What follows belongs to an exercise in optimizing a design on an open flow for small area; a production flow would make more cautious choices.
At most, simulation tests tie the RTL to the original design; equivalence was not proved.
Function not checked in runs 1 and 3: the RTL went through the layout flow alone.
Power and IR drop assume default switching activity.

### flow/flow/run.sh
#!/bin/bash
set -euo pipefail
export BUFFER_PORTS_ARGS="-buffer_cell sky130_fd_sc_hd__buf_1"
bash standard.sh > standard.log 2>&1
### flow/standard.sh
#!/bin/bash
# synth_recipe.tcl (not shown) runs the flow's synth.tcl, then flattens the netlist and writes it again
# the make line also repeats each setting of config.mk as NAME=value (left out here)
make -C /OpenROAD-flow-scripts/flow DESIGN_CONFIG=/design/flow/config.mk WORK_HOME=/design/flow/orfs CLKGATE_MAP_FILE= SYNTH_SCRIPT=/design/flow/synth_recipe.tcl "${@:-finish}"
### flow/config.mk
export PLATFORM = sky130hd
export DESIGN_NAME = PlotSignal
export DESIGN_NICKNAME = PlotSignal
export VERILOG_FILES = /design/flow/design.v
export SDC_FILE = /design/flow/constraint.sdc
export NUM_CORES = 4
export LEC_CHECK = 0
export CAP_MARGIN = 20
export CORE_MARGIN = 2
export CORE_UTILIZATION = 40
export PLACE_DENSITY = 0.6
export SLEW_MARGIN = 20
### flow/constraint.sdc
create_clock -name core_clock -period 15.0 [get_ports {Clock}]
set_input_delay 3.0000 -clock core_clock [delete_from_list [all_inputs] [get_ports {Clock}]]
set_output_delay 3.0000 -clock core_clock [all_outputs]
set_load 0.01 [all_outputs]
### flow/design.v
module PlotSignal (
  input  wire Clock,
  input  wire Reset_n,
  output wire [7:0]  X,
  output wire [7:0]  Y,
  output wire        WR,
  output wire [11:0] RGB,
  input  wire [8:0]  DISP_VMRK1,
  input  wire [8:0]  DISP_VMRK2,
  input  wire [8:0]  DISP_HMRK1,
  input  wire [8:0]  DISP_HMRK2,
  input  wire [1:0]  INPUT_SELECT,
  output wire [8:0]  ADC1_RDO_Add,     
  output wire        ADC1_RDO_Req,     
  input  wire        ADC1_RDO_Ack,     
  input  wire [13:0] ADC1_RDO_Q,       
  output wire        ADC1_RDO_Done,    
  input  wire [0:0]  ADC1_TDiv,        
  input  wire [1:0]  ADC1_VDiv,        
  input  wire [7:0]  ADC1_VShift,      
  input  wire [13:0] ADC1_TRG_LVL,     
  output wire [8:0]  ADC2_RDO_Add,     
  output wire        ADC2_RDO_Req,     
  input  wire        ADC2_RDO_Ack,     
  input  wire [13:0] ADC2_RDO_Q,       
  output wire        ADC2_RDO_Done,    
  input  wire [0:0]  ADC2_TDiv,        
  input  wire [1:0]  ADC2_VDiv,        
  input  wire [7:0]  ADC2_VShift,      
  input  wire [13:0] ADC2_TRG_LVL,     
  output wire [8:0]  DIG1_RDO_Add,     
  output wire        DIG1_RDO_Req,     
  input  wire        DIG1_RDO_Ack,     
  input  wire [0:0]  DIG1_RDO_Q,       
  output wire        DIG1_RDO_Done,    
  input  wire [0:0]  DIG1_TDiv,        
  input  wire [7:0]  DIG1_VShift,      
  output wire [8:0]  DIG2_RDO_Add,     
  output wire        DIG2_RDO_Req,     
  input  wire        DIG2_RDO_Ack,     
  input  wire [0:0]  DIG2_RDO_Q,       
  output wire        DIG2_RDO_Done,    
  input  wire [0:0]  DIG2_TDiv,        
  input  wire [7:0]  DIG2_VShift,      
  output wire [8:0]  DIG3_RDO_Add,     
  output wire        DIG3_RDO_Req,     
  input  wire        DIG3_RDO_Ack,     
  input  wire [0:0]  DIG3_RDO_Q,       
  output wire        DIG3_RDO_Done,    
  input  wire [0:0]  DIG3_TDiv,        
  input  wire [7:0]  DIG3_VShift,      
  output wire [8:0]  DIG4_RDO_Add,     
  output wire        DIG4_RDO_Req,     
  input  wire        DIG4_RDO_Ack,     
  input  wire [0:0]  DIG4_RDO_Q,       
  output wire        DIG4_RDO_Done,    
  input  wire [0:0]  DIG4_TDiv,        
  input  wire [7:0]  DIG4_VShift       
);
  reg [7:0] col;
  reg [6:0] row;
  reg       adc, dig;
  wire row_end = &row[6:3];                
  wire col_end = col[7] & (&col[4:0]);     
  wire eoc     = row_end | col_end;
  wire [7:0] col_inc = col + 8'd1;
  wire       keep  = ~eoc | (INPUT_SELECT[1] & INPUT_SELECT[0]);
  wire [6:0] row_n = row_end ? 7'd0 : row + 7'd1;
  wire [7:0] col_n = ~row_end ? col : col_end ? 8'd0 : col_inc;
  wire       adc_n = keep ? adc : ~INPUT_SELECT[0];
  wire       dig_n = keep ? dig : INPUT_SELECT[1] | INPUT_SELECT[0];
  wire mix = adc & dig;
  assign X  = col;
  assign Y  = {1'b0, row};
  assign WR = 1'b1;
  wire [7:0] add0 = col;
  wire [7:0] add1 = {col[6:0], 1'b1};
  assign ADC1_RDO_Req  = adc;
  assign ADC2_RDO_Req  = adc;
  assign DIG1_RDO_Req  = dig;
  assign DIG2_RDO_Req  = dig;
  assign DIG3_RDO_Req  = dig;
  assign DIG4_RDO_Req  = dig;
  assign ADC1_RDO_Done = adc & eoc;
  assign ADC2_RDO_Done = adc & eoc;
  assign DIG1_RDO_Done = dig & eoc;
  assign DIG2_RDO_Done = dig & eoc;
  assign DIG3_RDO_Done = dig & eoc;
  assign DIG4_RDO_Done = dig & eoc;
  assign ADC1_RDO_Add  = {1'b0, {8{adc}} & (ADC1_TDiv ? add1 : add0)};
  assign ADC2_RDO_Add  = {1'b0, {8{adc}} & (ADC2_TDiv ? add1 : add0)};
  assign DIG1_RDO_Add  = {1'b0, {8{dig}} & (DIG1_TDiv ? add1 : add0)};
  assign DIG2_RDO_Add  = {1'b0, {8{dig}} & (DIG2_TDiv ? add1 : add0)};
  assign DIG3_RDO_Add  = {1'b0, {8{dig}} & (DIG3_TDiv ? add1 : add0)};
  assign DIG4_RDO_Add  = {1'b0, {8{dig}} & (DIG4_TDiv ? add1 : add0)};
  wire grid = col == 8'd20 || col == 8'd50 || col == 8'd80 || col == 8'd110
           || col == 8'd140 || row == 7'd30 || row == 7'd60 || row == 7'd90;
  wire [6:0] hrow = 7'd121 - row;           
  wire mrk = {1'b0, col_inc} == DISP_VMRK1 || {1'b0, col_inc} == DISP_VMRK2
          || {2'b0, hrow} == DISP_HMRK1 || {2'b0, hrow} == DISP_HMRK2;
  function [7:0] vsh(input [13:0] q, input [1:0] v);
    case (v)
      2'd0: vsh = q[13:6];
      2'd1: vsh = {1'b0, q[13:7]};
      2'd2: vsh = {2'b0, q[13:8]};
      default: vsh = {3'b0, q[13:9]};
    endcase
  endfunction
  function [8:0] kofs(input [1:0] v, input m, input [8:0] k0, input [8:0] k1,
                      input [8:0] k2, input [8:0] k3, input [8:0] off);
    case (v)
      2'd0: kofs = (m ? off : 9'd0) - k0;
      2'd1: kofs = (m ? off : 9'd0) - k1;
      2'd2: kofs = (m ? off : 9'd0) - k2;
      default: kofs = (m ? off : 9'd0) - k3;
    endcase
  endfunction
  wire [8:0] p1 = {1'b0, ADC1_VShift} - {2'b0, row};
  wire [8:0] p2 = {1'b0, ADC2_VShift} - {2'b0, row};
  wire [7:0] s1 = vsh(ADC1_RDO_Q,   ADC1_VDiv);
  wire [7:0] t1 = vsh(ADC1_TRG_LVL, ADC1_VDiv);
  wire [7:0] s2 = vsh(ADC2_RDO_Q,   ADC2_VDiv);
  wire [7:0] t2 = vsh(ADC2_TRG_LVL, ADC2_VDiv);
  wire zero_at_row = ~dig & (row == 7'd0);
  wire q1z = ADC1_RDO_Q == 14'd0;
  wire q2z = ADC2_RDO_Q == 14'd0;
  wire a1_hit = q1z ? zero_at_row : (p1 - {1'b0, s1}) ==
                kofs(ADC1_VDiv, dig, 9'd37, -9'd27, -9'd59, -9'd75, 9'd15);
  wire t1_hit = q1z ? zero_at_row : (p1 - {1'b0, t1}) ==
                kofs(ADC1_VDiv, dig, 9'd50, -9'd20, -9'd55, -9'd73, 9'd15);
  wire a2_hit = q2z ? zero_at_row : (p2 - {1'b0, s2}) ==
                kofs(ADC2_VDiv, dig, 9'd98, 9'd34, 9'd2, -9'd14, 9'd45);
  wire t2_hit = q2z ? zero_at_row : (p2 - {1'b0, t2}) ==
                kofs(ADC2_VDiv, dig, 9'd111, 9'd40, 9'd5, -9'd13, 9'd45);
  wire a1  = adc & ADC1_RDO_Ack & a1_hit;
  wire a2  = adc & ADC2_RDO_Ack & a2_hit;
  wire trg = adc & (col[7:1] == 7'd0) & (t1_hit | t2_hit);
  function dhit(input [7:0] vs, input [6:0] r, input [6:0] c);
    dhit = {1'b0, vs} == {2'b0, r} + {2'b0, c};
  endfunction
  wire d1 = dig & DIG1_RDO_Ack & dhit(DIG1_VShift, row,
              adc ? (DIG1_RDO_Q ? 7'd50 : 7'd45) : (DIG1_RDO_Q ? 7'd110 : 7'd100));
  wire d2 = dig & DIG2_RDO_Ack & dhit(DIG2_VShift, row,
              adc ? (DIG2_RDO_Q ? 7'd40 : 7'd35) : (DIG2_RDO_Q ? 7'd80 : 7'd70));
  wire d3 = dig & DIG3_RDO_Ack & dhit(DIG3_VShift, row,
              adc ? (DIG3_RDO_Q ? 7'd25 : 7'd20) : (DIG3_RDO_Q ? 7'd50 : 7'd40));
  wire d4 = dig & DIG4_RDO_Ack & dhit(DIG4_VShift, row,
              adc ? (DIG4_RDO_Q ? 7'd15 : 7'd10) : (DIG4_RDO_Q ? 7'd20 : 7'd10));
  reg [2:0] bgr;
  always @* begin
    if (trg)      bgr = 3'b011;
    else if (mrk) bgr = 3'b110;
    else if (d4)  bgr = 3'b101;
    else if (d3)  bgr = 3'b111;
    else if (d2)  bgr = 3'b100;
    else if (d1)  bgr = 3'b001;
    else if (a2)  bgr = 3'b100;
    else if (a1)  bgr = 3'b001;
    else if (grid) bgr = 3'b010;
    else          bgr = 3'b000;
  end
  assign RGB = {{4{bgr[2]}}, {4{bgr[1]}}, {4{bgr[0]}}};
  always @(posedge Clock or negedge Reset_n) begin
    if (!Reset_n) begin
      col <= 8'd0;
      row <= 7'd0;
      adc <= 1'b1;
      dig <= 1'b0;
    end else begin
      col <= col_n;
      row <= row_n;
      adc <= adc_n;
      dig <= dig_n;
    end
  end
endmodule
==> results of run 1 <==
[kinds of logic after synthesis]
kind of cell	after synthesis	synth area share [%]
AO/OA/AOI/OAI	241	21.8
XOR/XNOR	145	16.9
adder cells (fa/ha/maj)	106	18.2
buffers and inverters	134	7.94
flip-flops	17	5.57
multiplexers	55	7.32
other	2	0.0981
AND/OR/NAND/NOR	349	22.3
[state kept, by name, summed over array words and instances (netlist names)]
register,count
adc,1
dig,1
col,8
row,7
[area by class of cell]
class | count | area share (%)
well taps | 234 | 3.41
repair buffers | 244 | 11.0
multi-input cells | 904 | 77.4
flip-flops and latches | 17 | 4.97
inverters | 53 | 2.32
clock buffers | 4 | 0.918
[per-layer routing]
metal | GRT usage (%) | part of all wire [%] | up-vias
li1 | - | - | 4090
met1 | 28.8 | 45 | 3684
met2 | 38.9 | 48 | 214
met3 | 2.42 | 4.8 | 27
met4 | 4.01 | 1.8 | 0
met5 | 0 | 0 | -
[power groups by stage]
stage	Combinational (mW)	Clock, mW	Sequential, mW
after floorplan	0.213	0	0.0480
after global placement	0.269	0	0.0488
after detailed placement	0.270	0	0.0488
after CTS	0.272	0.0539	0.0480
after global routing	0.306	0.0562	0.0481
final	0.273	0.0529	0.0480
[stage by stage]
| stage | power, mW | std cells | util [%] | area (µm²) |
|---|---|---|---|---|
| 2_1_floorplan | 0.261 | 1055 | - | 7680 |
| 3_3_place_gp | 0.317 | 1451 | 45.3 | 8490 |
| 3_5_place_dp | 0.319 | 1451 | 45.3 | 8490 |
| 4_1_cts | 0.374 | 1455 | 45.7 | 8570 |
| 5_1_grt | 0.410 | 1456 | 45.7 | 8580 |
| 6_report | 0.374 | 1456 | 45.7 | 8580 |
[cells in the mapped netlist (6+ instances only)]
cell type,n
o21ai_1,6
dfrtp_1,16
ha_1,90
nor3_1,29
and3_1,10
nand3_1,21
a222oi_1,20
a31oi_1,7
nor2b_1,17
o2111ai_1,6
a211oi_1,9
o21ai_0,47
inv_1,52
nand3b_1,6
nand2_1,65
fa_1,10
nand4_1,12
nor4_1,19
buf_1,6
a21o_1,21
xnor2_1,98
o21a_1,12
nand2b_1,15
or3_1,8
xor2_1,45
a2111oi_0,6
buf_4,25
mux2i_1,50
nor2_1,120
a22oi_1,7
a21oi_1,54
clkbuf_1,46
[critical path, cell delays in order]
cell and delay, ns:
buf_1 0.07, inv_1 0.06, ha_1 0.21, fa_1 0.39
nand2b_1 0.20, a21o_1 0.20, a211oi_2 0.47, inv_1 0.09
ha_1 0.35, xnor2_1 0.35, a21bo_2 0.27, a211oi_1 0.29
o2111ai_1 0.15, nor4_1 0.32, nor2_1 0.11, o21bai_1 0.20
nor2_1 0.07, nor3_1 0.45, buf_1 0.21
[worst paths after layout]
path	slack, ns	startpoint	depth (start not counted)	endpoint
min in group asynchronous	2.62	Reset_n	1	dig
setup reg to reg	12.63	col[0]	7	dig
hold reg to reg	0.72	adc	2	adc
setup / recovery	4.52	ADC2_VShift[0]	19	RGB[10]
max in group asynchronous	11.95	Reset_n	2	col[1]
hold / removal	0.72	adc	2	adc
==> flow_summary_export.csv, run 1 <==
group,metric,value,unit
clocking,clk_pin_slew,0.05,ns
worst_setup_path,cp_max_fo,5,
synth,syn-cell-area,7660,µm²
synth,ys_ff_latch,17,
global_routing,grt_pass1_vias,7310,
place,place_hpwl,18400,µm
layout,final_cell_mix,"buf_1 (238), nor2_1 (120), xnor2_1 (98)",
timing,setup_tns,0,ns
pwr,pwr-share-clk,14.2,%
timing,hold_slack,0.718,ns
worst_setup_path,critPathLaunchType,"input pin",
pwr,seqPwrFrac,12.9,%
layout,multi_input_area,6650,µm²
global_routing,grt_overflow_total,0,
timing,slew-limit-headroom,31.4,%
place,gp_congestion,0.926,
timing,max_slew.worst_pin.slew,1.00,ns
place,port_buffers,238,
layout,fin_nets,1487,
worst_setup_path,crit_type,"in -> out",
synth,avgSynthCellArea,7.30,µm²
timing,rsz0062_at_grt,"no",
timing,max_freq,95.4,MHz
pwr,intPower,204,µW
synth,synth.area.top_cells,"ha_1 (15%), xnor2_1 (11%), mux2i_1 (6.5%)",
die,dieArea,20300,µm²
clocking,cts_max_path_buffers,2,
clocking,h-tree-depth,1,
global_routing,grt_max_degree,44,
global_routing,grt_first_pass_wirelength,36300,µm
timing,clock_skew,0.00391,ns
worst_setup_path,critPathArrivalTime,7.48,ns
synth,synthCells,1049,
pwr,switching_power,169,µW
place,dp_slack,4.45,ns
pwr,p_leak,3.60,nW
timing,setup_violations,0,
die,core,18800,µm²
synth,async_flop_share,100,%
synth,synth_ff_type,"dfrtp_1",
clocking,clk_latency,0.25,ns
clocking,cts_root_buf,"clkbuf_16",
global_routing,grt_util_all_layers,21.9,%
layout,area_growth,12.1,%
layout,layout-drive-gt1-share,2.95,%
pwr,p_comb_share,73.0,%
global_routing,antenna_found_initial,0,
drt,drtAntennaViolNets,0,
die,std_cell_rows,50,
synth,synth-edff-count,0,
run_status,status,"complete, no violations",
clocking,post_cts_buffers,0,
timing,finalHoldViolCount,0,
timing,period_share,69.9,%
die,die_w,142,µm
drt,route.detailed.drc,0,
pwr,swShare,45.3,%
drt,drt_wl_total,23000,µm
drt,via_count,8015,
die,io_pins,259,
timing,drv_slew,0,
clocking,cts_tree,"yes",
synth,yosysTopAreaCell,"ha_1",
flow_run,drv_cap,0,
clocking,cts-hold-fix-buffers,0,
synth,ys_seq_area_share,5.57,%
drt,wl_per_cell,15.8,µm
synth,yosysWarnings,1,
layout,fill_cells,1969,
die,dieHeight,142,µm
layout,num_antenna_cells,0,
pwr,p_per_area,43.5,nW/µm²
synth,synth_top_area_share,14.7,%
layout,final-seq-area,427,µm²
worst_setup_path,end_kind,"output port",
worst_hold_path,hp-class,"reg -> reg",
worst_setup_path,worst_ep_required_time,12.00,ns
die,start_util,40.8,%
layout,layout_commonest_cell,"buf_1",
clocking,clock-sinks,17,
clocking,cts_resized,0,
synth,ys_types,82,
pwr,max-vdd-ir-drop,37.4,µV
drt,drt-initial-drc-count,407,
clocking,numCtsBuffers,3,
timing,min_period,10.48,ns
timing,fin_ws,4.52,ns
drt,via_per_inst,5.50,
drt,dr.pass1.iters,7,
==> run 2, diff against run 1 <==
--- a/flow/design.v
+++ b/flow/design.v
@@ -64,11 +64,22 @@
   wire col_end = col[7] & (&col[4:0]);     
   wire eoc     = row_end | col_end;
   wire [7:0] col_inc = col + 8'd1;
-  wire       keep  = ~eoc | (INPUT_SELECT[1] & INPUT_SELECT[0]);
-  wire [6:0] row_n = row_end ? 7'd0 : row + 7'd1;
-  wire [7:0] col_n = ~row_end ? col : col_end ? 8'd0 : col_inc;
-  wire       adc_n = keep ? adc : ~INPUT_SELECT[0];
-  wire       dig_n = keep ? dig : INPUT_SELECT[1] | INPUT_SELECT[0];
+  always @(posedge Clock or negedge Reset_n) begin
+    if (!Reset_n) begin
+      col <= 8'd0;
+      row <= 7'd0;
+      adc <= 1'b1;
+      dig <= 1'b0;
+    end else begin
+      row <= row_end ? 7'd0 : row + 7'd1;
+      if (row_end)
+        col <= col_end ? 8'd0 : col_inc;
+      if (eoc && !(INPUT_SELECT[1] && INPUT_SELECT[0])) begin
+        adc <= ~INPUT_SELECT[0];
+        dig <= INPUT_SELECT[1] | INPUT_SELECT[0];
+      end
+    end
+  end
   wire mix = adc & dig;
   assign X  = col;
   assign Y  = {1'b0, row};
@@ -160,17 +171,4 @@
     else          bgr = 3'b000;
   end
   assign RGB = {{4{bgr[2]}}, {4{bgr[1]}}, {4{bgr[0]}}};
-  always @(posedge Clock or negedge Reset_n) begin
-    if (!Reset_n) begin
-      col <= 8'd0;
-      row <= 7'd0;
-      adc <= 1'b1;
-      dig <= 1'b0;
-    end else begin
-      col <= col_n;
-      row <= row_n;
-      adc <= adc_n;
-      dig <= dig_n;
-    end
-  end
 endmodule
==> flow/run.sh (new file) <==
#!/bin/bash
# synth_recipe.tcl (not shown) runs the flow's synth.tcl, then flattens the netlist and writes it again
# the make line also repeats each setting of config.mk as NAME=value (left out here)
make -C /OpenROAD-flow-scripts/flow DESIGN_CONFIG=/design/flow/config.mk WORK_HOME=/design/flow/orfs CLKGATE_MAP_FILE= SYNTH_SCRIPT=/design/flow/synth_recipe.tcl finish
removed: flow/flow/run.sh
removed: flow/standard.sh
==> run 2 against run 1 <==
Effect of this change:
- still clean on timing, DRC and antenna
- clock power hardly changed
- global-route usage is 1.5 points higher
- count of clock-buffer cells in the layout stayed put
- final cell count stayed put
- routed wire length is 7.1% higher
- sequential share of layout area is 0.73 points lower
- via count is 0.64% higher
- final area is 17% higher
- worst setup slack worse by 0.86 ns
- critical path depth stayed put
- maximum frequency is 7.6% lower
- flip-flop and latch count stayed put
- critical endpoint unchanged
==> flow_summary_export.csv, run 2 <==
group,metric,value,unit
layout,largest_reg_flops,8,
synth,synth_common_cells,"nor2_1 (120), xnor2_1 (98), ha_1 (90)",
flow_run,drv_cap,0,
layout,num_antenna_cells,0,
die,die_w,142,µm
timing,slew-limit-headroom,25.7,%
worst_setup_path,max_stage_delay,0.64,ns
global_routing,grt_first_pass_wirelength,38700,µm
clocking,h-tree-depth,1,
timing,setup_violations,0,
drt,via_count,8066,
layout,fin_nets,1487,
global_routing,grt_util_met3,3.06,%
die,io_pins,259,
global_routing,grt_max_degree,43,
worst_setup_path,cp_max_fo,22,
worst_setup_path,crit_type,"in -> out",
pwr,p_leak,4.21,nW
clocking,cts_root_buf,"clkbuf_16",
die,start_util,40.8,%
pwr,max-vdd-ir-drop,36.0,µV
drt,drt_wl_total,24600,µm
global_routing,antenna_found_initial,0,
worst_setup_path,cp_cell_sequence,"clkdlybuf4s50_1, ha_1, inv_1, nor2_1, a21oi_1, ha_1, fa_1, nor2b_1, o21a_1, o21ai_0, nor4_1, o311ai_1, mux2i_1, nor4_1, nor2_1, o21bai_1, nor2_1, nor3_1, clkdlybuf4s50_1",
synth,ys_types,82,
layout,fin_area,10100,µm²
worst_setup_path,end_kind,"output port",
global_routing,grt_overflow_total,0,
clocking,clock-sinks,17,
synth,yosysWarnings,1,
drt,drtAntennaViolNets,0,
place,post-place-cells,1452,
timing,finalHoldViolCount,0,
run_status,status,"complete, no violations",
global_routing,busiest_layer,"met2",
timing,max_freq,88.2,MHz
global_routing,grt_util_all_layers,23.3,%
layout,largestRegisters,"col x8, row x7",
drt,drt-initial-drc-count,479,
worst_setup_path,critPathArrivalTime,8.34,ns
timing,clock_skew,0.00235,ns
drt,via_per_inst,5.54,
drt,route.detailed.drc,0,
worst_setup_path,crit_slowest_cell,"clkdlybuf4s50_1",
die,core,18800,µm²
drt,dr.pass1.iters,8,
synth,yosysTopAreaCell,"ha_1",
timing,rsz0062_at_grt,"no",
worst_hold_path,hp-class,"reg -> reg",
clocking,cts_resized,0,
global_routing,met1_usage,31.1,%
timing,setup_tns,0,ns
layout,final_cell_mix,"clkdlybuf4s50_1 (238), nor2_1 (120), xnor2_1 (98)",
die,std_cell_rows,50,
clocking,numCtsBuffers,3,
layout,area_growth,31.5,%
worst_setup_path,crit_top_cell,"nor2_1",
synth,synth-edff-count,0,
place,port_buffers,238,
worst_setup_path,critPathLaunchType,"input pin",
layout,fill_cells,1905,
synth,synth.area.top_cells,"ha_1 (15%), xnor2_1 (11%), mux2i_1 (6.5%)",
synth,synth_top_area_share,14.7,%
global_routing,grt_pass1_vias,7539,
pwr,p_per_area,40.3,nW/µm²
clocking,cts_tree,"yes",
synth,async_flop_share,100,%
timing,hold_slack,0.742,ns
synth,avgSynthCellArea,7.30,µm²
layout,instances_no_fill,1456,
place,gp_congestion,0.869,
synth,syn-cell-area,7660,µm²
timing,max_slew.worst_pin.slew,1.09,ns
worst_setup_path,worst_ep_required_time,12.00,ns
clocking,clk_latency,0.24,ns
clocking,cts-hold-fix-buffers,0,
place,placed_area,9990,µm²
timing,period_share,75.6,%
place,place_hpwl,19400,µm
global_routing,met2_usage,41.7,%
synth,synthCells,1049,
clocking,cts_max_path_buffers,2,
clocking,clk_pin_slew,0.05,ns
drt,wl_per_cell,16.9,µm
die,dieArea,20300,µm²
synth,ys_seq_area_share,5.57,%
timing,drv_slew,0,
synth,ys_ff_latch,17,
layout,regMostFlops,"col",
synth,yosysMostFrequentCell,"nor2_1",
layout,layout-drive-gt1-share,2.95,%
synth,synth_ff_type,"dfrtp_1",
timing,min_period,11.34,ns
layout,layout_commonest_cell,"clkdlybuf4s50_1",
clocking,post_cts_buffers,0,
die,dieHeight,142,µm
-- run 2: where the power goes --
group	internal [mW]	switching [mW]
sequential	0.0464	0.00260
clock	0.0360	0.0167
combinational	0.151	0.152
total	0.234	0.172
-- run 2: final cells by class --
class                   instances  area [µm²]  area share, %
multi-input cells             904        6650           66.0
repair buffers                244        2430           24.1
flip-flops and latches         17         427           4.24
well taps                     234         293           2.91
inverters                      53         199           1.98
clock buffers                   4        78.8          0.783
-- run 2: path summary, 6_finish.rpt --
path | startpoint | to | depth (start not counted) | slack, ns
hold / removal | adc | adc | 2 | 0.74
min in group asynchronous | Reset_n | col[3] | 1 | 3.22
setup reg to reg | col[0] | dig | 7 | 12.60
max in group asynchronous | Reset_n | col[5] | 1 | 11.28
hold reg to reg | adc | adc | 2 | 0.74
setup / recovery | ADC2_VDiv[1] | RGB[10] | 19 | 3.66
-- run 2: layer usage --
layer | share of wire (%) | wire [µm] | up-vias
met1 | 47 | 11500 | 3748
met3 | 5.9 | 1440 | 6
met2 | 47 | 11600 | 231
met5 | 0 | 0 | -
met4 | 0.46 | 113 | 0
li1 | - | - | 4081
-- run 2: critical path, delay by kind of cell --
family | cells | cell delay (ns)
buffers and inverters | 3 | 1.62
and+or+nand+nor | 7 | 1.60
AOI/OAI and AO/OA | 5 | 0.69
muxes | 1 | 0.14
adders and majority gates | 3 | 1.27
-- run 2: logic make-up after synthesis --
logic type / Yosys count / share of synthesized area [%]
mux: 55 / 7.32
fa+ha+maj: 106 / 18.2
simple gates: 349 / 22.3
buf+inv: 134 / 7.94
other cells: 2 / 0.0981
xor+xnor: 145 / 16.9
flops: 17 / 5.57
compound gates: 241 / 21.8
-- run 2: through the flow --
step,utilization [%],power [mW],setup slack [ns]
after floorplan,-,0.261,5.09
after global routing,53.7,0.441,3.26
after detailed placement,53.2,0.351,3.69
after CTS,53.7,0.406,3.67
final,53.7,0.405,3.66
after global placement,53.2,0.348,3.77
==> run 3, diff against run 2 <==
--- a/flow/design.v
+++ b/flow/design.v
@@ -64,22 +64,11 @@
   wire col_end = col[7] & (&col[4:0]);     
   wire eoc     = row_end | col_end;
   wire [7:0] col_inc = col + 8'd1;
-  always @(posedge Clock or negedge Reset_n) begin
-    if (!Reset_n) begin
-      col <= 8'd0;
-      row <= 7'd0;
-      adc <= 1'b1;
-      dig <= 1'b0;
-    end else begin
-      row <= row_end ? 7'd0 : row + 7'd1;
-      if (row_end)
-        col <= col_end ? 8'd0 : col_inc;
-      if (eoc && !(INPUT_SELECT[1] && INPUT_SELECT[0])) begin
-        adc <= ~INPUT_SELECT[0];
-        dig <= INPUT_SELECT[1] | INPUT_SELECT[0];
-      end
-    end
-  end
+  wire       keep  = ~eoc | (INPUT_SELECT[1] & INPUT_SELECT[0]);
+  wire [6:0] row_n = row_end ? 7'd0 : row + 7'd1;
+  wire [7:0] col_n = ~row_end ? col : col_end ? 8'd0 : col_inc;
+  wire       adc_n = keep ? adc : ~INPUT_SELECT[0];
+  wire       dig_n = keep ? dig : INPUT_SELECT[1] | INPUT_SELECT[0];
   wire mix = adc & dig;
   assign X  = col;
   assign Y  = {1'b0, row};
@@ -171,4 +160,17 @@
     else          bgr = 3'b000;
   end
   assign RGB = {{4{bgr[2]}}, {4{bgr[1]}}, {4{bgr[0]}}};
+  always @(posedge Clock or negedge Reset_n) begin
+    if (!Reset_n) begin
+      col <= 8'd0;
+      row <= 7'd0;
+      adc <= 1'b1;
+      dig <= 1'b0;
+    end else begin
+      col <= col_n;
+      row <= row_n;
+      adc <= adc_n;
+      dig <= dig_n;
+    end
+  end
 endmodule
==> flow/flow/run.sh (new file) <==
#!/bin/bash
# Layout flow: the standard synthesis, then the combinational logic of its netlist
# re-mapped for area (registers and tie cells kept as the standard synthesis made them),
# then the standard layout with the port buffers made of the smallest buffer cell.
set -euo pipefail
here=$(pwd)
res=$here/orfs/results/$FLOW_PLATFORM/PlotSignal/base
yosys_bin=$FLOW_HOME/../tools/install/yosys/bin/yosys
[[ -x $yosys_bin ]] || yosys_bin=$(command -v yosys)

# 1. standard synthesis (netlist only)
bash standard.sh "$res/1_2_yosys.v" > synth_std.log 2>&1
cp "$res/1_2_yosys.v" "$here/synth_std.v"

# 2. area re-mapping of the combinational logic
RESYN_LIB=$FLOW_HOME/platforms/$FLOW_PLATFORM/lib/sky130_fd_sc_hd__tt_025C_1v80.lib \
RESYN_IN=$here/synth_std.v RESYN_TOP=$FLOW_TOP RESYN_ABC=$here/flow/resyn.abc \
RESYN_STAT=$here/resynth_stat.txt RESYN_OUT=$here/synth_resyn.v \
  "$yosys_bin" -c "$here/flow/resynth.tcl" > resynth.log 2>&1
cp "$here/synth_resyn.v" "$res/1_2_yosys.v"
touch "$res/1_2_yosys.v"

# 3. standard layout from that netlist
export BUFFER_PORTS_ARGS="-buffer_cell sky130_fd_sc_hd__buf_1"
bash standard.sh > layout.log 2>&1
==> flow/flow/resyn.abc (new file) <==
strash; &get -n; &deepsyn -T 60; &put; &get -n; &dch -f; &nf -R 1000; &put
==> flow/flow/resynth.tcl (new file) <==
# Re-map the combinational logic of the standard synthesis netlist for area.
# Registers (and tie cells) are kept as they are: same instances, names and cell types.
yosys -import
set lib $::env(RESYN_LIB)
read_liberty -ignore_miss_func $lib
read_verilog $::env(RESYN_IN)
hierarchy -top $::env(RESYN_TOP)
setattr -mod -set keep_hierarchy 1 sky130_fd_sc_hd__df* sky130_fd_sc_hd__conb_*
flatten
delete t:\$scopeinfo
opt_clean -purge
abc -script $::env(RESYN_ABC) -liberty $lib -dont_use *lpflow* -dont_use *probe*
opt_clean -purge
setundef -zero
splitnets
opt_clean -purge
hilomap -singleton -hicell sky130_fd_sc_hd__conb_1 HI -locell sky130_fd_sc_hd__conb_1 LO
insbuf -buf sky130_fd_sc_hd__buf_4 A X
opt_clean -purge
select -module $::env(RESYN_TOP)
tee -o $::env(RESYN_STAT) stat -liberty $lib
select -clear
blackbox sky130_fd_sc_hd__*

write_verilog -noattr -nohex -nodec $::env(RESYN_OUT)
==> flow/standard.sh (new file) <==
#!/bin/bash
# synth_recipe.tcl (not shown) runs the flow's synth.tcl, then flattens the netlist and writes it again
# the make line also repeats each setting of config.mk as NAME=value (left out here)
make -C /OpenROAD-flow-scripts/flow DESIGN_CONFIG=/design/flow/config.mk WORK_HOME=/design/flow/orfs CLKGATE_MAP_FILE= SYNTH_SCRIPT=/design/flow/synth_recipe.tcl "${@:-finish}"
removed: flow/run.sh
==> run 3 against run 2 <==
Effect of this change:
- via count decreased by 15%
- final area shrank 36%
- maximum frequency grew 1.4%
- combinational power decreased by 46%
- clock skew barely moved
- hold slack improved by 0.034 ns
- critical endpoint is now RGB[1]
- still clean
- clock power fell by 0.8%
==> flow_summary_export.csv, run 3 <==
group,metric,value,unit
worst_setup_path,r2r_start,"row[6]",
pwr,power.total,263,µW
clocking,cts_root_buf,"clkbuf_16",
pwr,switching_power,115,µW
layout,area_growth,17.7,%
layout,fin_nets,1207,
clocking,cts_max_path_buffers,2,
layout,regMostFlops,"col",
run_status,status,"complete, no violations",
clocking,cts-hold-fix-buffers,0,
drt,drtAntennaViolNets,0,
worst_setup_path,crit_type,"in -> out",
worst_setup_path,crit_slowest_cell,"buf_1",
timing,period_share,74.5,%
die,die_w,121,µm
pwr,max-vdd-ir-drop,53.4,µV
clocking,numCtsBuffers,3,
timing,slew-limit-headroom,39.0,%
timing,drv_slew,0,
die,dieArea,14500,µm²
worst_hold_path,hold_depth,2,
layout,largest_reg_flops,8,
global_routing,grt_util_all_layers,24.2,%
worst_setup_path,critPathArrivalTime,8.18,ns
worst_setup_path,critPathLaunchType,"input pin",
clocking,clk_pin_slew,0.05,ns
timing,max_freq,89.5,MHz
place,port_buffers,238,
clocking,clk_latency,0.24,ns
pwr,pwr-share-clk,19.8,%
die,core,13200,µm²
timing,min_period,11.18,ns
drt,via_per_inst,5.63,
worst_hold_path,hold_start,"row[0]",
pwr,p_per_area,41.2,nW/µm²
worst_hold_path,min_to,"row[0]",
timing,setup_tns,0,ns
synth,synthCells,828,
worst_hold_path,hp-class,"reg -> reg",
worst_setup_path,cp_max_fo,20,
worst_setup_path,r2r_slack,12.37,ns
pwr,intPower,148,µW
worst_setup_path,worst_ep_required_time,12.00,ns
worst_setup_path,rr_worst_depth,7,
timing,clock_skew,0.00210,ns
timing,finalHoldViolCount,0,
synth,yosysWarnings,1,
global_routing,grt_max_degree,73,
die,std_cell_rows,42,
drt,drt-initial-drc-count,563,
place,place_hpwl,14700,µm
global_routing,grt_pass1_vias,5717,
worst_setup_path,r2r-end,"col[6]",
global_routing,grt_overflow_total,0,
flow_run,drv_cap,0,
pwr,p_leak,2.13,nW
worst_setup_path,crit_top_cell,"maj3_1",
worst_setup_path,max_stage_delay,0.58,ns
die,io_pins,259,
layout,largestRegisters,"col x8, row x7",
clocking,h-tree-depth,1,
global_routing,grt_first_pass_wirelength,29000,µm
pwr,p_comb_share,61.9,%
synth,avgSynthCellArea,6.56,µm²
synth,syn-cell-area,5440,µm²
drt,dr.pass1.iters,5,
die,dieHeight,121,µm
clocking,cts_resized,0,
timing,max_slew.worst_pin.slew,0.915,ns
drt,wl_per_cell,15.6,µm
drt,route.detailed.drc,0,
layout,num_antenna_cells,0,
global_routing,antenna_found_initial,0,
place,gp_congestion,0.905,
clocking,clock-sinks,17,
timing,setup_violations,0,
layout,layout-drive-gt1-share,1.25,%
pwr,seqPwrFrac,18.2,%
timing,rsz0062_at_grt,"no",
pwr,swShare,43.7,%
clocking,post_cts_buffers,0,
clocking,cts_tree,"yes",
worst_setup_path,cp_cell_sequence,"buf_1, nor2b_1, a222oi_1, nand2_1, and2_0, maj3_1, maj3_1, nor2_1, a21oi_1, maj3_1, o21ai_0, clkinv_1, maj3_1, xor2_1, a2111oi_0, o221ai_1, o211ai_1, a211o_1, buf_1",
timing,hold_slack,0.776,ns
layout,layout_commonest_cell,"buf_1",
die,start_util,41.0,%
drt,drt_wl_total,19000,µm
drt,via_count,6853,
layout,final_cell_mix,"buf_1 (238), nor2_1 (103), o21ai_0 (82)",
worst_setup_path,end_kind,"output port",
==> run 3: power groups by stage <==
stage               clock network [mW]  registers [mW]  logic (mW)
floorplan                            0          0.0511       0.112
CTS                             0.0536          0.0480       0.161
finish                          0.0523          0.0480       0.163
detailed placement                   0          0.0487       0.160
global placement                     0          0.0487       0.160
global route                    0.0553          0.0481       0.181
==> run 3: worst max path at each step <==
stage                        start  endpoint  slack [ns]  depth (start not counted)
CTS                   ADC2_VDiv[1]    RGB[1]        3.91                         19
finish                ADC2_VDiv[1]    RGB[1]        3.82                         19
global placement      ADC2_VDiv[1]    RGB[7]        3.95                         19
global route          ADC2_VDiv[1]    RGB[0]        3.35                         19
floorplan           ADC2_VShift[1]    RGB[5]        4.89                         15
detailed placement    ADC2_VDiv[1]    RGB[1]        3.93                         19
==> run 3: per-layer routing <==
metal,vias up,share of wire [%],GRT usage [%]
li1,3451,-,-
met1,3122,47,35.4
met2,259,46,38.7
met3,21,6.0,2.08
met4,0,1.3,4.87
met5,-,0,0
==> run 3: critical path: cells and delay by family <==
| family | cells | cell delay [ns] |
|---|---|---|
| AND/OR/NAND/NOR | 4 | 0.74 |
| XOR/XNOR | 1 | 0.16 |
| AO/OA/AOI/OAI | 7 | 1.80 |
| buffers and inverters | 3 | 0.90 |
| adder cells (fa/ha/maj) | 4 | 1.58 |
==> run 3: stage by stage <==
stage,cell area [µm²],util [%],cells,worst slack [ns]
final,6400,48.3,1218,3.82
after CTS,6400,48.3,1218,3.91
after floorplan,5460,-,834,4.89
after detailed placement,6320,47.7,1214,3.93
after global placement,6320,47.7,1214,3.95
after global routing,6400,48.3,1218,3.35
==> run 3: final cells by class <==
type	instances	area [µm²]
Fill cell	1488	6850
Sequential cell	17	428
Inverter	19	71.3
Multi-Input combinational cell	759	4670
Tap cell	176	220
Clock buffer	3	75.1
Timing Repair Buffer	243	931
Clock inverter	1	5.00
==> run 4, diff against run 3 <==
--- a/flow/design.v
+++ b/flow/design.v
@@ -57,15 +57,38 @@
   input  wire [0:0]  DIG4_TDiv,        
   input  wire [7:0]  DIG4_VShift       
 );
+  function [8:0] add9(input [8:0] a, input [8:0] b, input ci);
+    integer i;
+    reg c;
+    begin
+      c = ci;
+      for (i = 0; i < 9; i = i + 1) begin
+        add9[i] = a[i] ^ b[i] ^ c;
+        c = (a[i] & b[i]) | (c & (a[i] ^ b[i]));
+      end
+    end
+  endfunction
+  function [7:0] inc8(input [7:0] a);
+    integer i;
+    reg c;
+    begin
+      c = 1'b1;
+      for (i = 0; i < 8; i = i + 1) begin
+        inc8[i] = a[i] ^ c;
+        c = a[i] & c;
+      end
+    end
+  endfunction
   reg [7:0] col;
   reg [6:0] row;
   reg       adc, dig;
   wire row_end = &row[6:3];                
   wire col_end = col[7] & (&col[4:0]);     
   wire eoc     = row_end | col_end;
-  wire [7:0] col_inc = col + 8'd1;
+  wire [7:0] col_inc = inc8(col);
   wire       keep  = ~eoc | (INPUT_SELECT[1] & INPUT_SELECT[0]);
-  wire [6:0] row_n = row_end ? 7'd0 : row + 7'd1;
+  wire [7:0] row_inc = inc8({1'b0, row});
+  wire [6:0] row_n = row_end ? 7'd0 : row_inc[6:0];
   wire [7:0] col_n = ~row_end ? col : col_end ? 8'd0 : col_inc;
   wire       adc_n = keep ? adc : ~INPUT_SELECT[0];
   wire       dig_n = keep ? dig : INPUT_SELECT[1] | INPUT_SELECT[0];
@@ -95,7 +118,8 @@
   assign DIG4_RDO_Add  = {1'b0, {8{dig}} & (DIG4_TDiv ? add1 : add0)};
   wire grid = col == 8'd20 || col == 8'd50 || col == 8'd80 || col == 8'd110
            || col == 8'd140 || row == 7'd30 || row == 7'd60 || row == 7'd90;
-  wire [6:0] hrow = 7'd121 - row;           
+  wire [8:0] hrow9 = add9(9'd121, ~{2'b0, row}, 1'b1);
+  wire [6:0] hrow = hrow9[6:0];             
   wire mrk = {1'b0, col_inc} == DISP_VMRK1 || {1'b0, col_inc} == DISP_VMRK2
           || {2'b0, hrow} == DISP_HMRK1 || {2'b0, hrow} == DISP_HMRK2;
   function [7:0] vsh(input [13:0] q, input [1:0] v);
@@ -115,8 +139,8 @@
       default: kofs = (m ? off : 9'd0) - k3;
     endcase
   endfunction
-  wire [8:0] p1 = {1'b0, ADC1_VShift} - {2'b0, row};
-  wire [8:0] p2 = {1'b0, ADC2_VShift} - {2'b0, row};
+  wire [8:0] p1 = add9({1'b0, ADC1_VShift}, ~{2'b0, row}, 1'b1);
+  wire [8:0] p2 = add9({1'b0, ADC2_VShift}, ~{2'b0, row}, 1'b1);
   wire [7:0] s1 = vsh(ADC1_RDO_Q,   ADC1_VDiv);
   wire [7:0] t1 = vsh(ADC1_TRG_LVL, ADC1_VDiv);
   wire [7:0] s2 = vsh(ADC2_RDO_Q,   ADC2_VDiv);
@@ -124,19 +148,19 @@
   wire zero_at_row = ~dig & (row == 7'd0);
   wire q1z = ADC1_RDO_Q == 14'd0;
   wire q2z = ADC2_RDO_Q == 14'd0;
-  wire a1_hit = q1z ? zero_at_row : (p1 - {1'b0, s1}) ==
+  wire a1_hit = q1z ? zero_at_row : add9(p1, ~{1'b0, s1}, 1'b1) ==
                 kofs(ADC1_VDiv, dig, 9'd37, -9'd27, -9'd59, -9'd75, 9'd15);
-  wire t1_hit = q1z ? zero_at_row : (p1 - {1'b0, t1}) ==
+  wire t1_hit = q1z ? zero_at_row : add9(p1, ~{1'b0, t1}, 1'b1) ==
                 kofs(ADC1_VDiv, dig, 9'd50, -9'd20, -9'd55, -9'd73, 9'd15);
-  wire a2_hit = q2z ? zero_at_row : (p2 - {1'b0, s2}) ==
+  wire a2_hit = q2z ? zero_at_row : add9(p2, ~{1'b0, s2}, 1'b1) ==
                 kofs(ADC2_VDiv, dig, 9'd98, 9'd34, 9'd2, -9'd14, 9'd45);
-  wire t2_hit = q2z ? zero_at_row : (p2 - {1'b0, t2}) ==
+  wire t2_hit = q2z ? zero_at_row : add9(p2, ~{1'b0, t2}, 1'b1) ==
                 kofs(ADC2_VDiv, dig, 9'd111, 9'd40, 9'd5, -9'd13, 9'd45);
   wire a1  = adc & ADC1_RDO_Ack & a1_hit;
   wire a2  = adc & ADC2_RDO_Ack & a2_hit;
   wire trg = adc & (col[7:1] == 7'd0) & (t1_hit | t2_hit);
   function dhit(input [7:0] vs, input [6:0] r, input [6:0] c);
-    dhit = {1'b0, vs} == {2'b0, r} + {2'b0, c};
+    dhit = add9({1'b0, vs}, ~{2'b0, r}, 1'b1) == {2'b0, c};
   endfunction
   wire d1 = dig & DIG1_RDO_Ack & dhit(DIG1_VShift, row,
               adc ? (DIG1_RDO_Q ? 7'd50 : 7'd45) : (DIG1_RDO_Q ? 7'd110 : 7'd100));
--- a/flow/flow/resynth.tcl
+++ b/flow/flow/resynth.tcl
@@ -5,7 +5,7 @@
 read_liberty -ignore_miss_func $lib
 read_verilog $::env(RESYN_IN)
 hierarchy -top $::env(RESYN_TOP)
-setattr -mod -set keep_hierarchy 1 sky130_fd_sc_hd__df* sky130_fd_sc_hd__conb_*
+setattr -mod -set keep_hierarchy 1 sky130_fd_sc_hd__df* sky130_fd_sc_hd__conb_* sky130_fd_sc_hd__fa_*
 flatten
 delete t:\$scopeinfo
 opt_clean -purge
==> run 4 against run 3 <==
Effect of this change:
- still clean
- core utilization is 0.60 points higher
- synthesized cell count is 19% lower
- via count is 17% lower
- count of clock-buffer cells in the layout stayed put
- critical path type unchanged
- highest routed layer unchanged
==> flow_summary_export.csv, run 4 <==
group,metric,value,unit
clocking,cts_root_buf,"clkbuf_16",
timing,period_share,83.6,%
die,std_cell_rows,41,
clocking,cts_max_path_buffers,2,
pwr,max-vdd-ir-drop,34.7,µV
layout,regMostFlops,"col",
die,die_w,118,µm
layout,final_cell_mix,"buf_1 (238), clkinv_1 (69), nor2_1 (68)",
drt,route.detailed.drc,0,
clocking,post_cts_buffers,0,
worst_setup_path,end_kind,"output port",
global_routing,grt_first_pass_wirelength,27600,µm
layout,fin_nets,1120,
drt,dr.pass1.iters,4,
die,dieArea,14000,µm²
clocking,clock-sinks,17,
die,dieHeight,118,µm
layout,layout_commonest_cell,"buf_1",
place,post-place-cells,1059,
place,place_hpwl,14100,µm
clocking,numCtsBuffers,3,
place,port_buffers,238,
layout,fin_area,6220,µm²
layout,area_growth,18.7,%
timing,setup_violations,0,
worst_setup_path,cp_max_fo,28,
global_routing,antenna_found_initial,0,
layout,num_antenna_cells,0,
layout,largestRegisters,"col x8, row x7",
timing,finalHoldViolCount,0,
pwr,p_per_area,45.5,nW/µm²
drt,via_count,5699,
pwr,p_leak,2.14,nW
drt,drt_wl_total,17300,µm
layout,instances_no_fill,1063,
drt,via_per_inst,5.36,
flow_run,drv_cap,0,
global_routing,grt_max_degree,43,
clocking,cts-hold-fix-buffers,0,
timing,clock_skew,0.00364,ns
die,core,12700,µm²
pwr,power.total,283,µW
worst_setup_path,critPathLaunchType,"input pin",
clocking,clk_pin_slew,0.05,ns
global_routing,grt_pass1_vias,5435,
worst_hold_path,hp-class,"reg -> reg",
timing,rsz0062_at_grt,"no",
die,start_util,41.2,%
timing,max_slew.worst_pin.slew,1.00,ns
synth,avgSynthCellArea,7.78,µm²
die,io_pins,259,
layout,layout-drive-gt1-share,1.91,%
synth,synthCells,674,
place,placed_area,6140,µm²
drt,wl_per_cell,16.3,µm
clocking,cts_tree,"yes",
clocking,h-tree-depth,1,
timing,setup_tns,0,ns
worst_setup_path,critPathArrivalTime,9.54,ns
drt,drtAntennaViolNets,0,
clocking,cts_resized,0,
run_status,status,"complete, no violations",
global_routing,grt_util_all_layers,24.2,%
timing,min_period,12.54,ns
timing,hold_slack,0.817,ns
synth,syn-cell-area,5240,µm²
timing,slew-limit-headroom,33.3,%
global_routing,grt_overflow_total,0,
layout,largest_reg_flops,8,
synth,yosysWarnings,1,
worst_setup_path,crit_type,"in -> out",
worst_setup_path,worst_ep_required_time,12.00,ns
drt,drt-initial-drc-count,388,
clocking,clk_latency,0.25,ns
place,gp_congestion,0.892,
timing,drv_slew,0,
timing,max_freq,79.8,MHz
run 4: changes by cell type in the layout (fill, tap and decap cells not counted), sizes merged, moves of 14 or more:
cell and delta:
o22ai -21, xor2 -22, fa +64, nor3 -14
o21ai -17, nand2 -31, xnor2 -48, nor2 -35
nand3 -26, clkinv +50, maj3 -15
run 4: layer usage:
layer	wire length, µm	global-route usage [%]	share of wire (%)	vias to the layer above
met3	1020	2.17	5.9	8
met4	161	3.57	0.93	0
met2	8780	45.1	51	223
met5	0	0	0	-
met1	7350	30.9	42	2690
li1	-	-	-	2778
run 4: report_power, final:
part           switching [mW]  internal, mW
Clock                  0.0180        0.0357
Sequential           0.000920        0.0463
Combinational           0.104        0.0775
run 4: through the flow:
| stage | util (%) | setup WS (ns) |
|---|---|---|
| floorplan | - | 3.86 |
| global placement | 48.3 | 2.45 |
| detailed placement | 48.3 | 2.44 |
| CTS | 48.9 | 2.44 |
| global route | 48.9 | 1.63 |
| finish | 48.9 | 2.46 |
run 4: critical path, cell delays in order:
cell and delay (ns):
buf_1 0.73, nor2_1 0.41, a221oi_1 0.49, nor2_1 0.09, fa_1 0.39, fa_1 0.39
fa_1 0.38, fa_1 0.39, fa_1 0.39, fa_1 0.39, fa_1 0.38, xnor2_1 0.15
a2111oi_0 0.34, a31oi_1 0.08, a2111oi_0 0.37, a41oi_1 0.16, o21ai_0 0.14, a21oi_1 0.12
nor3_1 0.27, clkinv_1 0.12, nand3_1 0.17, buf_1 0.19
run 4: worst paths after layout:
kind	from	end	slack (ns)	depth (start not counted)
setup / recovery	ADC2_VDiv[0]	RGB[4]	2.46	22
hold / removal	row[2]	row[2]	0.82	3
min in group asynchronous	Reset_n	dig	2.88	1
max in group asynchronous	Reset_n	row[0]	11.55	1
hold reg to reg	row[2]	row[2]	0.82	3
setup reg to reg	col[0]	dig	12.21	5
run 4: area by class of cell:
| cell class | instances | area (µm²) |
|---|---|---|
| clock buffer | 3 | 75.1 |
| inverter | 69 | 259 |
| fill | 1371 | 6500 |
| clock inverter | 1 | 5.00 |
| sequential | 17 | 427 |
| timing repair buffer | 246 | 953 |
| multi-input combinational | 555 | 4290 |
| tap | 172 | 215 |
==> run 5, diff against run 4 <==
==> flow/flow/run.sh (replaced) <==
#!/bin/bash
# Layout flow: the standard synthesis; then the combinational logic of its netlist
# re-mapped for area with a few ABC scripts, keeping the smallest result that is proven
# equivalent (registers, tie cells and full adders stay as the standard synthesis made
# them); then the standard layout, with the port buffers made of the smallest buffer.
set -euo pipefail
here=$(pwd)
res=$here/orfs/results/$FLOW_PLATFORM/PlotSignal/base
yosys_bin=$FLOW_HOME/../tools/install/yosys/bin/yosys
[[ -x $yosys_bin ]] || yosys_bin=$(command -v yosys)
export RESYN_LIB=$FLOW_HOME/platforms/$FLOW_PLATFORM/lib/sky130_fd_sc_hd__tt_025C_1v80.lib
export RESYN_TOP=$FLOW_TOP

# 1. standard synthesis (netlist only)
bash standard.sh "$res/1_2_yosys.v" > synth_std.log 2>&1
cp "$res/1_2_yosys.v" "$here/synth_std.v"

# 2. area re-mapping, one run per ABC script, in parallel
mkdir -p resyn
for scr in flow/*.abc; do
  k=$(basename "$scr" .abc)
  RESYN_IN=$here/synth_std.v RESYN_ABC=$here/$scr RESYN_STAT=$here/resyn/$k.stat \
  RESYN_OUT=$here/resyn/$k.v "$yosys_bin" -c "$here/flow/resynth.tcl" > "resyn_$k.log" 2>&1 &
done
wait || true

# 3. smallest first; keep the first one proven equivalent
best=$here/synth_std.v
for k in $(for f in resyn/*.stat; do
             a=$(awk '/Chip area/ {print $NF}' "$f"); [[ -n $a ]] && echo "$a $(basename "$f" .stat)"
           done | sort -g | awk '{print $2}'); do
  if EQ_GOLD=$here/synth_std.v EQ_GATE=$here/resyn/$k.v "$yosys_bin" -c "$here/flow/equiv.tcl" \
       > "equiv_$k.log" 2>&1; then
    best=$here/resyn/$k.v
    break
  fi
done
echo "netlist: $best" > chosen.txt
cp "$best" "$res/1_2_yosys.v"
touch "$res/1_2_yosys.v"

# 4. standard layout from that netlist
export BUFFER_PORTS_ARGS="-buffer_cell sky130_fd_sc_hd__buf_1"
bash standard.sh > layout.log 2>&1
==> flow/flow/a.abc (new file) <==
strash; &get -n; &deepsyn -T 60; &put; dch -f; amap
==> flow/flow/b.abc (new file) <==
strash; &get -n; &deepsyn -T 60 -S 1; &put; &get -n; &dch -f; &nf -R 1000; &put
==> flow/flow/c.abc (new file) <==
strash; dc2; dch -f; amap
==> flow/flow/d.abc (new file) <==
strash; &get -n; &deepsyn -T 60 -S 7; &put; dch -f; amap
==> flow/flow/equiv.tcl (new file) <==
# Prove that the re-mapped netlist does what the standard synthesis netlist does.
yosys -import
read_liberty -ignore_miss_func $::env(RESYN_LIB)
read_verilog $::env(EQ_GOLD)
yosys rename $::env(RESYN_TOP) gold
read_verilog $::env(EQ_GATE)
yosys rename $::env(RESYN_TOP) gate
flatten
delete t:\$scopeinfo
opt_clean
async2sync
equiv_make gold gate eq
hierarchy -top eq
equiv_simple -seq 2
equiv_induct
equiv_status -assert
--- a/flow/flow/resynth.tcl
+++ b/flow/flow/resynth.tcl
@@ -1,5 +1,6 @@
 # Re-map the combinational logic of the standard synthesis netlist for area.
-# Registers (and tie cells) are kept as they are: same instances, names and cell types.
+# Registers, tie cells and full adders are kept as the standard synthesis made them:
+# same instances, names and cell types.
 yosys -import
 set lib $::env(RESYN_LIB)
 read_liberty -ignore_miss_func $lib
@@ -17,9 +18,11 @@
 hilomap -singleton -hicell sky130_fd_sc_hd__conb_1 HI -locell sky130_fd_sc_hd__conb_1 LO
 insbuf -buf sky130_fd_sc_hd__buf_4 A X
 opt_clean -purge
+# every gate must be a library cell
+set unmapped "$::env(RESYN_TOP)/t:\$*"
+select -assert-none $unmapped
 select -module $::env(RESYN_TOP)
 tee -o $::env(RESYN_STAT) stat -liberty $lib
 select -clear
 blackbox sky130_fd_sc_hd__*
-
 write_verilog -noattr -nohex -nodec $::env(RESYN_OUT)
--- a/flow/config.mk
+++ b/flow/config.mk
@@ -8,5 +8,6 @@
 export CAP_MARGIN = 20
 export CORE_MARGIN = 2
 export CORE_UTILIZATION = 40
+export CTS_BUF_LIST = sky130_fd_sc_hd__clkbuf_4
 export PLACE_DENSITY = 0.6
 export SLEW_MARGIN = 20
removed: flow/flow/resyn.abc
==> run 5 against run 4 <==
Effect of this change:
- final cell count up 3.3%
- largest cell class unchanged
- critical endpoint is now RGB[5]
- hold slack lost 0.17 ns
- still clean on timing, DRC and antenna
- synthesized cell count is 6.5% higher
- via count is 3.6% higher
- clock skew up 0.012 ns
- highest routed layer unchanged
- routed wire length fell by 1.9%
- first-iteration DRC count increased by 22%
- critical path type unchanged
==> flow_summary_export.csv, run 5 <==
group,metric,value,unit
pwr,p_leak,1.98,nW
layout,num_antenna_cells,0,
worst_setup_path,worstSetupStartpoint,"ADC2_VDiv[1]",
synth,syn-cell-area,5030,µm²
place,dp_slack,2.42,ns
flow_run,drv_cap,0,
timing,drv_slew,0,
layout,fin_area,5920,µm²
drt,drt-initial-drc-count,474,
worst_setup_path,cp_cell_sequence,"buf_1, clkinv_1, o22ai_1, o21ai_0, nand2_1, fa_1, fa_1, clkinv_1, fa_1, fa_1, fa_1, fa_1, fa_1, a211oi_1, or4b_1, a2111oi_0, o221ai_1, a221oi_1, o2111ai_1, o21ai_0, clkinv_1, a21oi_1, o21ai_0, buf_1",
timing,period_share,84.6,%
die,dieHeight,116,µm
layout,layout-drive-gt1-share,0.968,%
clocking,clk_pin_slew,0.10,ns
global_routing,grt_max_degree,31,
clocking,numCtsBuffers,3,
worst_setup_path,critPathLaunchType,"input pin",
worst_setup_path,end_kind,"output port",
drt,via_count,5907,
clocking,cts_tree,"yes",
die,die_w,116,µm
drt,dr.pass1.iters,5,
worst_setup_path,crit_type,"in -> out",
global_routing,grt_pass1_vias,5220,
worst_hold_path,hold_depth,2,
clocking,cts-hold-fix-buffers,0,
timing,min_period,12.69,ns
timing,setup_violations,0,
timing,rsz0062_at_grt,"no",
global_routing,antenna_found_initial,0,
global_routing,grt_overflow_total,0,
global_routing,grt_util_all_layers,24.7,%
place,placed_area,5890,µm²
layout,final_cell_mix,"buf_1 (237), clkinv_1 (118), nor2_1 (110)",
worst_setup_path,worst_ep_required_time,12.00,ns
timing,slew-limit-headroom,48.1,%
die,core,12200,µm²
die,io_pins,259,
synth,avgSynthCellArea,7.01,µm²
drt,drt_wl_total,17000,µm
die,dieArea,13500,µm²
layout,layout_commonest_cell,"buf_1",
layout,area_growth,17.6,%
global_routing,grt_first_pass_wirelength,26400,µm
pwr,power.total,256,µW
clocking,cts_root_buf,"clkbuf_4",
layout,largestRegisters,"col x8, row x7",
worst_hold_path,hp-class,"reg -> reg",
place,place_hpwl,14300,µm
layout,instances_no_fill,1098,
synth,yosysWarnings,1,
timing,max_slew.worst_pin.slew,0.759,ns
layout,fin_util,48.7,%
clocking,clk_latency,0.30,ns
timing,finalHoldViolCount,0,
timing,fin_ws,2.31,ns
clocking,post_cts_buffers,0,
clocking,h-tree-depth,1,
worst_setup_path,cp_max_fo,16,
run_status,status,"complete, no violations",
die,start_util,41.4,%
layout,largest_reg_flops,8,
synth,synthCells,718,
worst_setup_path,r2r-end,"col[6]",
worst_setup_path,crit_slowest_cell,"clkinv_1",
worst_setup_path,r2r_slack,11.35,ns
worst_setup_path,max_stage_delay,0.57,ns
timing,setup_tns,0,ns
worst_setup_path,r2r_start,"row[4]",
worst_setup_path,endpoint,"RGB[5]",
place,gp_congestion,0.878,
worst_setup_path,crit_top_cell,"fa_1",
clocking,cts_resized,0,
die,std_cell_rows,40,
clocking,clock-sinks,17,
place,port_buffers,238,
place,post-place-cells,1094,
timing,clock_skew,0.0158,ns
worst_setup_path,rr_worst_depth,16,
clocking,cts_max_path_buffers,2,
layout,regMostFlops,"col",
timing,hold_slack,0.648,ns
pwr,p_per_area,43.3,nW/µm²
drt,route.detailed.drc,0,
layout,fin_nets,1159,
drt,wl_per_cell,15.5,µm
drt,via_per_inst,5.38,
timing,max_freq,78.8,MHz
worst_setup_path,critPathArrivalTime,9.69,ns
drt,drtAntennaViolNets,0,
pwr,max-vdd-ir-drop,39.3,µV
==> run 5: changes by cell type in the layout (fill, tap and decap cells not counted), sizes merged, moves of 18 or more <==
cell / delta
o21ai: -19
o22ai: +81
clkinv: +49
xnor2: -28
nor2: +42
a22o: -18
xor2: -22
==> run 5: worst min-delay path by stage <==
stage | startpoint | slack [ns] | to
global placement | col[6] | 0.63 | col[6]
finish | col[6] | 0.65 | col[6]
floorplan | col[6] | 0.53 | col[6]
CTS | col[6] | 0.64 | col[6]
global route | col[6] | 0.74 | col[6]
detailed placement | col[6] | 0.62 | col[6]
==> run 5: critical path: cells and delay by family <==
family | cells | cell delay (ns)
and+or+nand+nor | 2 | 0.62
AOI/OAI and AO/OA | 10 | 2.10
buffers and inverters | 5 | 1.50
adders and majority gates | 7 | 2.44
==> run 5: power breakdown <==
group          total, mW  switching (mW)  internal, mW
sequential        0.0470        0.000762        0.0463
combinational      0.183           0.108        0.0747
clock             0.0259          0.0160       0.00994
total              0.256           0.125         0.131
==> run 5: cell type report <==
| type | count | area [µm²] |
|---|---|---|
| clock inverter | 1 | 5.00 |
| inverter | 118 | 443 |
| multi-input combinational | 550 | 3890 |
| sequential | 17 | 427 |
| clock buffer | 3 | 22.5 |
| fill | 1326 | 6240 |
| timing repair buffer | 241 | 917 |
| tap | 168 | 210 |
==> run 5: metal layers <==
layer  routed length (µm)  vias up  GRT usage, %  part of all wire (%)
met1                 7850     2707          36.3                    46
met2                 7910      236          40.2                    47
li1                     -     2948             -                     -
met5                    0        -             0                     0
met3                 1040       16          2.54                   6.1
met4                  189        0          4.05                   1.1
==> run 6, diff against run 5 <==
--- a/flow/config.mk
+++ b/flow/config.mk
@@ -8,6 +8,6 @@
 export CAP_MARGIN = 20
 export CORE_MARGIN = 2
 export CORE_UTILIZATION = 40
-export CTS_BUF_LIST = sky130_fd_sc_hd__clkbuf_4
+export CTS_BUF_LIST = sky130_fd_sc_hd__clkbuf_8
 export PLACE_DENSITY = 0.6
 export SLEW_MARGIN = 20
==> run 6 against run 5 <==
Effect of this change:
- worst setup slack worse by 0.012 ns
- via count down 0.42%
- register-to-register slack about the same
- non-clock buffer count unchanged
- sequential share of layout area about the same
- critical path type unchanged
- critical endpoint unchanged
- largest power group unchanged
==> flow_summary_export.csv, run 6 <==
group,metric,value,unit
pwr,switching_power,125,µW
synth,avgSynthCellArea,7.01,µm²
place,place_hpwl,14300,µm
timing,drv_slew,0,
drt,drt_wl_total,17000,µm
die,dieArea,13500,µm²
drt,via_count,5882,
timing,clock_skew,0.00658,ns
worst_setup_path,worst_ep_required_time,12.00,ns
synth,yosysWarnings,1,
synth,synthCells,718,
worst_setup_path,critPathArrivalTime,9.70,ns
pwr,max-vdd-ir-drop,30.0,µV
clocking,cts_max_path_buffers,2,
clocking,cts-hold-fix-buffers,0,
timing,slew-limit-headroom,45.3,%
worst_setup_path,end_kind,"output port",
die,die_w,116,µm
drt,drtAntennaViolNets,0,
layout,regMostFlops,"col",
timing,setup_tns,0,ns
timing,hold_slack,0.625,ns
clocking,clock-sinks,17,
global_routing,grt_pass1_vias,5219,
timing,max_freq,78.7,MHz
global_routing,grt_first_pass_wirelength,26400,µm
clocking,clk_pin_slew,0.06,ns
worst_hold_path,hp-class,"reg -> reg",
global_routing,grt_max_degree,31,
flow_run,drv_cap,0,
pwr,p_comb_share,69.2,%
worst_setup_path,critPathLaunchType,"input pin",
pwr,intPower,139,µW
timing,min_period,12.70,ns
clocking,clk_latency,0.25,ns
layout,largestRegisters,"col x8, row x7",
timing,max_slew.worst_pin.slew,0.799,ns
layout,final_cell_mix,"buf_1 (237), clkinv_1 (118), nor2_1 (110)",
pwr,p_per_area,44.5,nW/µm²
worst_setup_path,crit_type,"in -> out",
layout,largest_reg_flops,8,
clocking,h-tree-depth,1,
timing,setup_violations,0,
timing,rsz0062_at_grt,"no",
clocking,cts_resized,0,
drt,dr.pass1.iters,5,
clocking,post_cts_buffers,0,
place,placed_area,5890,µm²
drt,route.detailed.drc,0,
run_status,status,"complete, no violations",
timing,period_share,84.7,%
timing,finalHoldViolCount,0,
die,io_pins,259,
die,std_cell_rows,40,
pwr,seqPwrFrac,17.8,%
clocking,cts_tree,"yes",
place,gp_congestion,0.878,
layout,fin_nets,1159,
layout,layout-drive-gt1-share,0.968,%
layout,area_growth,17.9,%
worst_setup_path,cp_max_fo,16,
pwr,swShare,47.3,%
global_routing,antenna_found_initial,0,
global_routing,grt_overflow_total,0,
layout,layout_commonest_cell,"buf_1",
layout,num_antenna_cells,0,
global_routing,grt_util_all_layers,24.6,%
drt,wl_per_cell,15.5,µm
drt,via_per_inst,5.36,
layout,fin_area,5940,µm²
clocking,cts_root_buf,"clkbuf_8",
die,start_util,41.4,%
place,port_buffers,238,
drt,drt-initial-drc-count,420,
clocking,numCtsBuffers,3,
pwr,p_leak,1.99,nW
die,dieHeight,116,µm
synth,syn-cell-area,5030,µm²
die,core,12200,µm²
pwr,pwr-share-clk,13.0,%
[run 6: critical path: stages]
cell	delay, ns
buf_1	0.50
clkinv_1	0.57
o22ai_1	0.37
o21ai_0	0.16
nand2_1	0.12
fa_1	0.18
fa_1	0.17
clkinv_1	0.07
fa_1	0.40
fa_1	0.39
fa_1	0.40
fa_1	0.40
fa_1	0.50
a211oi_1	0.05
or4b_1	0.50
a2111oi_0	0.32
o221ai_1	0.21
a221oi_1	0.31
o2111ai_1	0.13
o21ai_0	0.22
clkinv_1	0.17
a21oi_1	0.15
o21ai_0	0.18
buf_1	0.19
[run 6: path summary, 6_finish.rpt]
check | startpoint | to | slack [ns] | depth (start not counted)
worst max-delay path | ADC2_VDiv[1] | RGB[5] | 2.30 | 24
worst min-delay path | col[6] | col[6] | 0.62 | 2
worst max register to register | row[4] | col[6] | 11.36 | 16
worst min register to register | col[6] | col[6] | 0.62 | 2
max in group asynchronous | Reset_n | adc | 11.98 | 1
min in group asynchronous | Reset_n | row[5] | 2.68 | 1
[run 6: power by group through the flow]
stage | clock, mW | combinational [mW] | sequential, mW
after floorplan | 0 | 0.129 | 0.0489
after global placement | 0 | 0.180 | 0.0479
after detailed placement | 0 | 0.181 | 0.0479
after CTS | 0.0356 | 0.182 | 0.0470
after global routing | 0.0385 | 0.207 | 0.0471
final | 0.0343 | 0.183 | 0.0471
[run 6: layout make-up]
class                      count  area [µm²]
fill                        1320        6220
multi-input combinational    550        3890
timing repair buffer         241         917
inverter                     118         443
sequential                    17         427
tap                          168         210
clock buffer                   3        41.3
clock inverter                 1        5.00
[run 6: layer usage]
layer  up-vias  GRT usage [%]  share of wire (%)
met3        16           2.54                6.6
met2       256           40.1                 46
met5         -              0                  0
li1       2947              -                  -
met1      2663           36.3                 46
met4         0           3.81                1.0
[run 6: per-stage QoR]
stage                     instances  utilization, %  setup WS [ns]  total power, mW
final                          1098            48.8           2.30            0.264
after global routing           1098            48.8           1.87            0.292
after detailed placement       1094            48.4           2.42            0.229
after floorplan                 724               -           3.56            0.178
after global placement         1094            48.4           2.48            0.228
after CTS                      1098            48.8           2.41            0.265

afterwards: timing with drivers on the ports:
The results above use ideal ports. As a check the final layouts listed here were re-extracted and re-timed, cells and wires unchanged.
Step 1 (the two cells are an assumption about what drives the block):
set clk [get_ports {Clock}]
set_driving_cell -lib_cell sky130_fd_sc_hd__clkbuf_16 $clk
set_driving_cell -lib_cell sky130_fd_sc_hd__buf_2 [delete_from_list [all_inputs] $clk]
Step 2, shift: input delay + t, output delay - t, t = (earliest + latest rising clock arrival at the registers) / 2. This alone moves slack from input paths to output paths.
a / b / c = ideal ports / drivers / drivers and shift; a / b = the first two.
| run | t (ns) | setup WS [ns] | worst hold slack (ns) | worst data-port slew with drivers (ns) | cell pins on the clock port's net |
|---|---|---|---|---|---|
| run 1 | 0.278 | 4.521 / 4.491 / 4.491 | 0.718 / 0.718 / 0.718 | 0.06 | 1 |
| run 2 | 0.278 | 3.662 / 3.635 / 3.635 | 0.742 / 0.742 / 0.742 | 0.08 | 1 |
| run 3 | 0.275 | 3.821 / 3.791 / 3.791 | 0.776 / 0.776 / 0.776 | 0.07 | 1 |
| run 4 | 0.280 | 2.463 / 2.433 / 2.433 | 0.817 / 0.817 / 0.817 | 0.07 | 1 |
| run 5 | 0.325 | 2.312 / 2.287 / 2.287 | 0.648 / 0.648 / 0.648 | 0.06 | 1 |
| run 6 | 0.280 | 2.300 / 2.275 / 2.275 | 0.625 / 0.625 / 0.625 | 0.06 | 1 |
After both steps setup and hold are still met in every run listed.
